From an optimization exercise on the open Yosys and OpenROAD flow, aimed at small area, a short achievable clock period and few clock cycles; shortcuts taken in it are not production practice. Only simulation tests tie the RTL to the original design; equivalence was not proved. No activity file was given, so power comes from the tool's default toggle rates.

==> flow/design.v (outline; a module is shown in full before it is edited, if it fits) <==
// module multipler_16x16: 14 lines
// module multipler_top: 1728 lines
module multipler_top #(
    parameter integer DATA_LENGTH       = 64,
    parameter integer BLOCK_LENGTH      = 16,
    parameter integer LENGTH            = 16
) (
    input  logic                        clk_i,
    input  logic                        rst_ni,
    input  logic                        start_i,
    output logic                        busy_o,
    output logic                        finish_o,
    input  logic [DATA_LENGTH-1:0]      indata_a_i,
    input  logic [DATA_LENGTH-1:0]      indata_b_i,
    output logic [DATA_LENGTH*2-1:0]    outdata_r_o
);
  // ...
==> flow/flow/run.sh <==
#!/bin/bash
set -euo pipefail
MARGIN=$(cat flow/margin.txt)
{
  echo "include $(pwd)/config.mk"
  echo "export SETUP_SLACK_MARGIN = $MARGIN"
} > margin_config.mk
sed "s#DESIGN_CONFIG=[^ ]*#DESIGN_CONFIG=$(pwd)/margin_config.mk#" standard.sh > standard_margin.sh
bash standard_margin.sh > standard.log 2>&1
==> flow/flow/margin.txt <==
6.5
==> flow/standard.sh <==
#!/bin/bash
# synth_recipe.tcl (not shown) runs the flow's synth.tcl, then flattens the netlist and writes it again
# the make line also repeats each setting of config.mk as NAME=value (left out here)
make -C /OpenROAD-flow-scripts/flow DESIGN_CONFIG=/design/flow/config.mk WORK_HOME=/design/flow/orfs CLKGATE_MAP_FILE= SYNTH_SCRIPT=/design/flow/synth_recipe.tcl "${@:-finish}"
==> flow/config.mk <==
export PLATFORM = sky130hd
export DESIGN_NAME = multipler_top
export DESIGN_NICKNAME = multipler_top
export VERILOG_FILES = /design/flow/design.v
export SDC_FILE = /design/flow/constraint.sdc
export NUM_CORES = 4
export LEC_CHECK = 0
export CAP_MARGIN = 20
export CORE_MARGIN = 2
export CORE_UTILIZATION = 45
export SLEW_MARGIN = 20
==> flow/constraint.sdc <==
create_clock -name core_clock -period 10.0 [get_ports {clk_i}]
set_input_delay 2.0000 -clock core_clock [delete_from_list [all_inputs] [get_ports {clk_i}]]
set_output_delay 2.0000 -clock core_clock [all_outputs]
set_load 0.01 [all_outputs]
==> flow_summary.yaml, run 1 <==
layout:
  antennaDiodeCount: 4
  seq_cell_count: 285
  multiInputGateArea_mm2: 0.0132
  seq_share_pct: 25.2
  multi_input_area_share_pct: 51.9
  drive_gt1_share_pct: 9.04
  n_fill_cell: 4098
logic_synthesis:
  synth_top_area_share_pct: 21.0
  synth_cell_types: 61
  synth_adder_area_share_pct: 27.1
  synth-compound-area-share_pct: 11.6
  yosysMostFrequentCell: "inv_1"
worst_setup_path:
  reg2reg_from: "ls_q[0]$_DFF_P_"
  worstSetupPathType: "reg -> reg"
  cp-start-kind: "flop"
  slowest_stage: "fa_2"
clock_tree:
  clock-root-buffer: "clkbuf_16"
  clockBufferDepth: 3
  cts_buffers: 35
  cts_tree: "yes"
timing:
  finalClockSkew_ns: 0.0235
  worstMarginPinSlew_ns: 0.930
  period_share_pct: 36.2
  rsz0062_at_grt: "yes"
global_route:
  grt_util_met3_pct: 4.07
  grt_util_met1_pct: 33.7
  grt_overflow: 0
power_and_ir_drop:
  combPwrFrac_pct: 56.6
  p_seq_w: 0.00183
hold_path:
  min_from: "b_q[20]$_DFF_P_"
drt:
  drcViolationCount: 0
  routed_wl_um: 57500
die:
  die_w_um: 220
  die_h_um: 220
  rows: 79
  die_area_mm2: 0.0485
placed_design:
  port_buffers: 260
  dp_hpwl_um: 41200
run_status:
  status: "no timing/DRC/antenna violations"
Testbench counts, summed over its fixed seeds: cycles 33,600.
==> run 2, diff against run 1 <==
--- a/flow/design.v
+++ b/flow/design.v
@@ -751,18 +751,18 @@
 assign csa_s[69] = pp2[65];
 assign csa_c[69] = fc530;
 assign csa_s[70] = cb[2];
 assign csa_c[70] = 1'b0;
 assign csa_s[71] = 1'b0;
 assign csa_c[71] = 1'b0;
 assign csa_s[72] = 1'b0;
 assign csa_c[72] = 1'b0;
-wire [K:0]  low_sum = {1'b0, ls_q} + {1'b0, lc_q} + {{K{1'b0}}, cy_q};
 wire [67:0] full_sum;
+wire low_cy;
 wire [67:0] pa_p0, pa_g0;
 assign pa_p0 = {s_q[61:0], ls_q} ^ {c_q[61:0], lc_q};
 assign pa_g0 = {s_q[61:0], ls_q} & {c_q[61:0], lc_q};
 wire [67:0] pa_G_0, pa_P_0;
 assign pa_G_0 = {pa_g0[67:1], pa_g0[0] | (pa_p0[0] & cy_q)};
 assign pa_P_0 = pa_p0;
 wire [67:0] pa_G_1, pa_P_1;
 assign pa_G_1[0] = pa_G_0[0];
@@ -1719,24 +1719,25 @@
 assign pa_P_7[64] = pa_P_6[64] & pa_P_6[63];
 assign pa_G_7[65] = pa_G_6[65] | (pa_P_6[65] & pa_G_6[63]);
 assign pa_P_7[65] = pa_P_6[65] & pa_P_6[63];
 assign pa_G_7[66] = pa_G_6[66] | (pa_P_6[66] & pa_G_6[63]);
 assign pa_P_7[66] = pa_P_6[66] & pa_P_6[63];
 assign pa_G_7[67] = pa_G_6[67] | (pa_P_6[67] & pa_G_6[63]);
 assign pa_P_7[67] = pa_P_6[67] & pa_P_6[63];
 assign full_sum = pa_p0 ^ {pa_G_7[66:0], cy_q};
+assign low_cy = pa_G_7[5];
 always_ff @(posedge clk_i) begin
     a_q   <= st_idle ? indata_a_i : a_q;
-    b_q   <= st_idle ? {{(NK-64){1'b0}}, indata_b_i} : {low_sum[K-1:0], b_q[NK-1:K]};
+    b_q   <= st_idle ? {{(NK-64){1'b0}}, indata_b_i} : {full_sum[K-1:0], b_q[NK-1:K]};
     one_q <= st_idle ? one_in : one_nx;
     two_q <= st_idle ? two_in : two_nx;
     neg_q <= st_idle ? neg_in : neg_nx;
     s_q   <= st_cpa ? {{(M-62){1'b0}}, full_sum[67:K]} : csa_s[W-1:K];
     c_q   <= csa_c[W-1:K];
     ls_q  <= csa_s[K-1:0];
     lc_q  <= csa_c[K-1:0];
-    cy_q  <= st_run & ~first & low_sum[K];
+    cy_q  <= st_run & ~first & low_cy;
 end
 assign busy_o      = st_run | st_cpa;
 assign finish_o    = st_fin;
 assign outdata_r_o = {s_q[61:0], b_q};
 endmodule
==> flow/flow/run.sh (replaced) <==
#!/bin/bash
set -euo pipefail
{
  echo "include $(pwd)/config.mk"
  cat flow/extra.mk
} > extra_config.mk
sed "s#DESIGN_CONFIG=[^ ]*#DESIGN_CONFIG=$(pwd)/extra_config.mk#" standard.sh > standard_extra.sh
bash standard_extra.sh > standard.log 2>&1
==> flow/flow/extra.mk (new file) <==
export SETUP_SLACK_MARGIN = 7
export BUFFER_PORTS_ARGS = -buffer_cell sky130_fd_sc_hd__buf_1
removed: flow/flow/margin.txt
==> run 2 against run 1 <==
  * Core utilization is 5.0 points higher
  * Still clean
  * Non-clock buffer count rose by 111
  * Flip-flop and latch count did not move
  * Synthesized cell count up 2.4%
  * Sequential power increased by 5%
  * Highest routed layer is now met5
  * Synthesized area grew 1.2%
  * Combinational power is 24% higher
  * Count of clock-buffer cells in the layout grew 2
  * Design area rose by 9.8%
  * Maximum frequency increased by 7.1%
  * Worst hold slack better by 0.0080 ns
==> flow_summary.yaml, run 2 <==
worst_setup_path:
  cp-end-kind: "output port"
  critical_path.cell_chain: "buf_16, or2_4, buf_6"
  slowest_stage: "dfxtp_4"
  path_max_fanout: 2
  worstSetupPathType: "reg -> out"
  critPathMaxStageDelay_ns: 0.36
  cp-start-kind: "flop"
  rrSetupSlack_ns: 6.70
  path_buf_inv: 2
  r2r_cells: 10
  crit_arrival_ns: 1.38
  reg2reg_to: "outdata_r_o[124]$_DFF_P_"
  reg2reg_from: "outdata_r_o[109]$_DFF_P_"
  worstPathRequired_ns: 8.00
  worst_path_dominant_cell_family: "flip-flops"
layout:
  drive_gt1_share_pct: 27.6
  regArea_mm2: 0.00664
  final_core_util_pct: 59.7
  synthToLayoutAreaGrowth_pct: 30.7
  final_nets: 2904
  final_cell_mix: "nand2_1, inv_1, fa_1, buf_6, a22oi_1"
  multiInputGateArea_mm2: 0.0143
  antennaDiodeCount: 0
  n_fill_cell: 3820
  final_common_cell: "nand2_1"
  reg_top3: "a_q (64), b_q (64), c_q (64)"
  design_area_mm2: 0.0278
placed_design:
  gp_congestion: 0.871
  port_buffers: 260
  post_dp_cell_area_mm2: 0.0224
  dp_hpwl_um: 40100
die:
  coreArea_mm2: 0.0467
  die_area_mm2: 0.0491
  die_h_um: 222
  start_util_pct: 45.7
  rows: 79
  die_w_um: 222
  io_pins: 261
logic_synthesis:
  muxShareOfSynthArea_pct: 1.70
  synth_flop_cell: "dfxtp_1"
  netlist_area_mm2: 0.0213
  synth_seq_cells: 285
  synth_area_leaders: "dfxtp_1, fa_1, edfxtp_1, ha_1, a22oi_1"
  synth_largest_area_cell: "dfxtp_1"
  yosys_warnings: 1
  synth-compound-area-share_pct: 12.6
  synth_top_family_by_area: "adder cells"
  seq_area_frac_synth_pct: 29.8
  synth-simple-area-share_pct: 11.2
  synth_cell_types: 71
  synthCells: 2152
  async_flop_share_pct: 0
  synth_adder_area_share_pct: 26.9
  synth_edf_count: 64
  synth_common_cells: "nand2_1, dfxtp_1, inv_1"
  synth_top_area_share_pct: 20.8
  syn_nets: 2622
  synth_xor_area_share_pct: 9.86
  yosysMostFrequentCell: "nand2_1"
  synth_area_per_cell_um2: 9.90
hold_path:
  whs_endpoint: "b_q[21]$_DFF_P_"
  min_from: "b_q[27]$_DFF_P_"
  holdPathStages: 2
  hold_path_class: "reg -> reg"
power_and_ir_drop:
  total_power_w: 0.00845
  power-per-cell-area_mw_per_mm2: 303
  ir_drop_mv: 0.136
  p_leak_nw: 12.3
clock_tree:
  cts.sinks: 285
  clock-root-buffer: "clkbuf_16"
  htree_levels: 2
  cts-hold-fix-buffers: 0
  cts_buffers: 36
  clkTransAtPathRegs_ns: 0.06
  clkLatencyLatePin_ns: 0.57
  clockBufferDepth: 3
  cts_tree: "yes"
timing:
  report.final.slew_viol_count: 0
  setup_tns_ns: 0
  fmax_ghz: 0.296
  holdWs_ns: 0.444
  rsz0062_at_grt: "yes"
  worstMarginPinSlew_ns: 1.12
  finalClockSkew_ns: 0.0205
  max_slew_margin_pct: 25.2
  finalSetupViolCount: 0
  min_period_ns: 3.38
  period_share_pct: 33.8
  finalHoldViolCount: 0
drt:
  routed_via_density: 5.69
  num_vias: 17456
  first_pass_iters: 19
  wire_per_inst_um: 24.8
  antenna_left: 0
  routed_wl_um: 76100
  drtIter0Drc: 1776
  drcViolationCount: 0
global_route:
  grt_pass1_wl_um: 95900
  track_usage_pct: 24.9
  grt_pass1_vias: 16991
  grt_max_degree: 78
  antenna_found_initial: 2
  grt_overflow: 0
job:
  max-cap-violations: 0
run_status:
  status: "no timing/DRC/antenna violations"
## run 2: how the worst max path moves through the flow
stage / end / startpoint / slack [ns] / cells past startpoint
finish: busy_o / st_cpa$_SDFF_PN0_ / 6.62 / 3
global route: busy_o / st_cpa$_SDFF_PN0_ / 6.59 / 3
CTS: busy_o / st_cpa$_SDFF_PN0_ / 6.59 / 3
detailed placement: outdata_r_o[124]$_DFF_P_ / outdata_r_o[69]$_DFF_P_ / 6.10 / 10
global placement: outdata_r_o[124]$_DFF_P_ / outdata_r_o[69]$_DFF_P_ / 6.12 / 10
floorplan: outdata_r_o[124]$_DFF_P_ / c_q[32]$_DFF_P_ / 6.93 / 10
## run 2: kinds of logic (layout without fill, tap and decap cells)
family,Yosys count,after routing
muxes,32,32
adders and majority gates,339,339
and+or+nand+nor,501,502
buffers and inverters,387,694
DFF,285,285
AOI/OAI and AO/OA,368,368
xor gates and xnor gates,240,240
## run 2: per-stage QoR
| step | std cells | setup WS, ns |
|---|---|---|
| after floorplan | 2152 | 6.93 |
| after global placement | 2866 | 6.12 |
| after detailed placement | 2866 | 6.10 |
| after CTS | 2994 | 6.59 |
| after global routing | 3067 | 6.59 |
| final | 3067 | 6.62 |
## run 2: final cells by class
class,count,area share (%)
clock buffers,49,3.59
clock inverters,15,0.728
inverters,221,3.02
multi-input cells,1481,51.4
flip-flops and latches,285,23.9
well taps,607,2.73
repair buffers,409,14.7
## run 2: power by group
group          internal, W  switching, W  total (W)
clock             0.000809      0.000545    0.00135
combinational      0.00244       0.00273    0.00517
sequential         0.00160      0.000322    0.00192
## run 2: what timing repair did
item | in CTS | in global routing
pin swaps | 44 | 109
endpoints found under the setup margin | 331 | 230
cloned | 7 | 39
buffers inserted | 57 | 34
gates resized for setup | 535 | 184
## run 2: worst reg2reg max path: stages, from the launching register on
cell,delay (ns)
dfxtp_4,0.37
ha_1,0.37
a21oi_2,0.23
o21bai_1,0.11
a2111oi_2,0.48
o21bai_2,0.17
a221oi_4,0.35
nand2_2,0.13
a211o_2,0.33
fa_2,0.41
mux2_2,0.27
## run 2: layer usage
layer,part of all wire (%),wire [um],vias to the layer above,GRT usage [%]
li1,-,-,7677,-
met1,38,29200,8530,32.9
met2,45,34300,976,39.7
met3,11,8180,271,5.38
met4,5.8,4380,2,9.98
met5,0.021,16,-,0
Testbench counts of run 2, summed over its fixed seeds: cycles 33,600.
==> run 3, diff against run 2 <==
==> flow/flow/extra.mk (replaced) <==
export SETUP_SLACK_MARGIN = 6.5
export BUFFER_PORTS_ARGS = -buffer_cell sky130_fd_sc_hd__buf_1
==> run 3 against run 2 <==
  * Die area did not move
  * Critical path type unchanged
  * Non-clock buffer count fell by 125
  * Via count decreased by 10%
  * Setup slack worse by 0.068 ns
  * Design area shrank 14%
  * Count of clock-buffer cells in the layout shrank 2
  * Synthesized area stayed put
  * First-iteration DRC count fell by 34%
==> flow_summary.yaml, run 3 <==
timing:
  worstMarginPinSlew_ns: 0.998
  finalClockSkew_ns: 0.0208
  min_period_ns: 3.45
  finalSetupViolCount: 0
  max_slew_margin_pct: 33.5
  rsz0062_at_grt: "yes"
  report.final.slew_viol_count: 0
  finalHoldViolCount: 0
  fmax_ghz: 0.290
  setup_tns_ns: 0
  period_share_pct: 34.5
hold_path:
  min_from: "b_q[15]$_DFF_P_"
  hold_path_class: "reg -> reg"
worst_setup_path:
  cp-end-kind: "output port"
  rrSetupSlack_ns: 6.61
  startpoint: "st_cpa$_SDFF_PN0_"
  r2r_cells: 10
  path_max_fanout: 13
  worstPathRequired_ns: 8.00
  reg2reg_from: "outdata_r_o[109]$_DFF_P_"
  cp-start-kind: "flop"
  reg2reg_to: "outdata_r_o[124]$_DFF_P_"
  crit_arrival_ns: 1.45
  endpoint: "busy_o"
  worstSetupPathType: "reg -> out"
clock_tree:
  cts_buffers: 36
  clkLatencyLatePin_ns: 0.57
  cts-hold-fix-buffers: 0
  cts_tree: "yes"
  clockBufferDepth: 3
  clkTransAtPathRegs_ns: 0.06
  cts.sinks: 285
  clock-root-buffer: "clkbuf_16"
  htree_levels: 2
logic_synthesis:
  syn_nets: 2622
  synth_xor_area_share_pct: 9.86
  synth_adder_area_share_pct: 26.9
  seq_area_frac_synth_pct: 29.8
  synth_largest_area_cell: "dfxtp_1"
  synthCells: 2152
  yosysMostFrequentCell: "nand2_1"
  synth_top_family_by_area: "adder cells"
  synth-compound-area-share_pct: 12.6
  async_flop_share_pct: 0
  synth_area_leaders: "dfxtp_1, fa_1, edfxtp_1, ha_1, a22oi_1"
  synth_edf_count: 64
  synth_common_cells: "nand2_1, dfxtp_1, inv_1"
  synth_flop_cell: "dfxtp_1"
  yosys_warnings: 1
  synth_area_per_cell_um2: 9.90
  synth_top_area_share_pct: 20.8
  netlist_area_mm2: 0.0213
  synth-simple-area-share_pct: 11.2
  synth_cell_types: 71
  muxShareOfSynthArea_pct: 1.70
  synth_seq_cells: 285
placed_design:
  gp_congestion: 0.860
  port_buffers: 260
  dp_hpwl_um: 40000
drt:
  routed_wl_um: 55400
  wire_per_inst_um: 18.8
  first_pass_iters: 18
  drtIter0Drc: 1176
  num_vias: 15630
  drcViolationCount: 0
  antenna_left: 0
  routed_via_density: 5.31
layout:
  drive_gt1_share_pct: 6.93
  n_fill_cell: 4344
  reg_top3: "a_q (64), b_q (64), c_q (64)"
  synthToLayoutAreaGrowth_pct: 12.0
  regArea_mm2: 0.00636
  final_cell_mix: "buf_1, nand2_1, inv_1, dfxtp_1, fa_1"
  final_nets: 2778
  final_common_cell: "buf_1"
  multiInputGateArea_mm2: 0.0133
die:
  rows: 79
  die_w_um: 222
  coreArea_mm2: 0.0467
  start_util_pct: 45.7
  die_h_um: 222
  io_pins: 261
  die_area_mm2: 0.0491
power_and_ir_drop:
  combPwrFrac_pct: 55.2
  ir_drop_mv: 0.131
  swShare_pct: 42.9
  power-per-cell-area_mw_per_mm2: 303
  p_int_w: 0.00413
  power.net_switching_w: 0.00310
  p_leak_nw: 10.6
  p_seq_share_pct: 25.2
  clkPwrFrac_pct: 19.6
  total_power_w: 0.00723
global_route:
  grt_max_degree: 108
  track_usage_pct: 22.4
  grt_pass1_wl_um: 88400
  antenna_found_initial: 2
  grt_overflow: 0
  grt_pass1_vias: 16248
job:
  max-cap-violations: 0
run_status:
  status: "no timing/DRC/antenna violations"
==> run 3: power by group through the flow <==
| stage | Clock, W | Combinational, W | Sequential [W] |
|---|---|---|---|
| after floorplan | 0 | 0.00309 | 0.00172 |
| after global placement | 0 | 0.00389 | 0.00186 |
| after detailed placement | 0 | 0.00397 | 0.00186 |
| after CTS | 0.00145 | 0.00402 | 0.00183 |
| after global routing | 0.00149 | 0.00461 | 0.00186 |
| final | 0.00142 | 0.00399 | 0.00183 |
==> run 3: logic make-up after synthesis <==
logic type	Yosys count
flip-flops	285
AO/OA/AOI/OAI	368
multiplexers	32
XOR/XNOR	240
AND/OR/NAND/NOR	501
adder cells (fa/ha/maj)	339
buffers and inverters	387
==> run 3: through the flow <==
step	util, %	std cells	hold WS [ns]	area (um^2)	setup WS, ns
global route	51.1	2943	0.457	23900	6.46
global placement	47.8	2867	0.429	22300	6.27
finish	51.2	2945	0.438	23900	6.55
detailed placement	47.8	2867	0.432	22300	6.16
floorplan	-	2152	0.445	21300	6.54
CTS	50.9	2939	0.440	23700	6.51
==> run 3: critical path, cell delays in order (launching register included) <==
cell	delay [ns]
dfxtp_2	0.42
or2_2	0.33
buf_1	0.13
==> run 3: how the worst min path moves through the flow <==
stage	end	cells past startpoint
floorplan	cnt_q[0]$_SDFF_PN0_	1
global placement	b_q[9]$_DFF_P_	2
detailed placement	b_q[9]$_DFF_P_	2
CTS	b_q[9]$_DFF_P_	2
global route	b_q[9]$_DFF_P_	2
finish	b_q[9]$_DFF_P_	2
==> run 3: routing by layer <==
layer / part of all wire [%] / global-route usage, %
met1: 44 / 30.2
met2: 46 / 36.2
met3: 7.8 / 4.94
met4: 2.6 / 6.54
met5: 0 / 0
==> run 3: repair_timing <==
item / CTS / global route
gates resized for setup: 12 / 15
endpoints found under the setup margin: 63 / 36
cloned: 0 / 1
pin swaps: 2 / 3
buffers inserted: 6 / 3
==> run 3: final cells by class <==
type	instances	area share (%)
Inverter	221	3.49
Sequential cell	285	26.7
Tap cell	607	3.18
Timing Repair Buffer	284	5.27
Clock inverter	19	1.15
Clock buffer	47	4.29
Antenna cell	2	0.0210
Multi-Input combinational cell	1480	55.9

## what the ideal ports hide
No port has a modelled driver above. Below, the same layouts with a new extraction and two added sets of constraints. Step 1 sets driving cells, clkbuf_16 on the clock port and buf_2 on the other inputs (assumed; they add their load-dependent delay and slew). Step 2 adds t to the input delays and takes it off the output delays; t is the mean of the earliest and latest rising clock arrival at the registers after step 1. Input paths then give back, and output paths get back, about the clock's delay inside the block. Slacks: no drivers / after step 1 / after step 2; pairs: no drivers / after step 1.
run	t (ns)	setup WS [ns]	worst data-port slew with drivers (ns)
run 1	0.609	6.383 / 6.383 / 6.383	0.09
run 2	0.623	6.621 / 6.560 / 6.697	0.07
run 3	0.619	6.553 / 6.496 / 6.608	0.07
After both steps setup and hold are still met in every run listed.
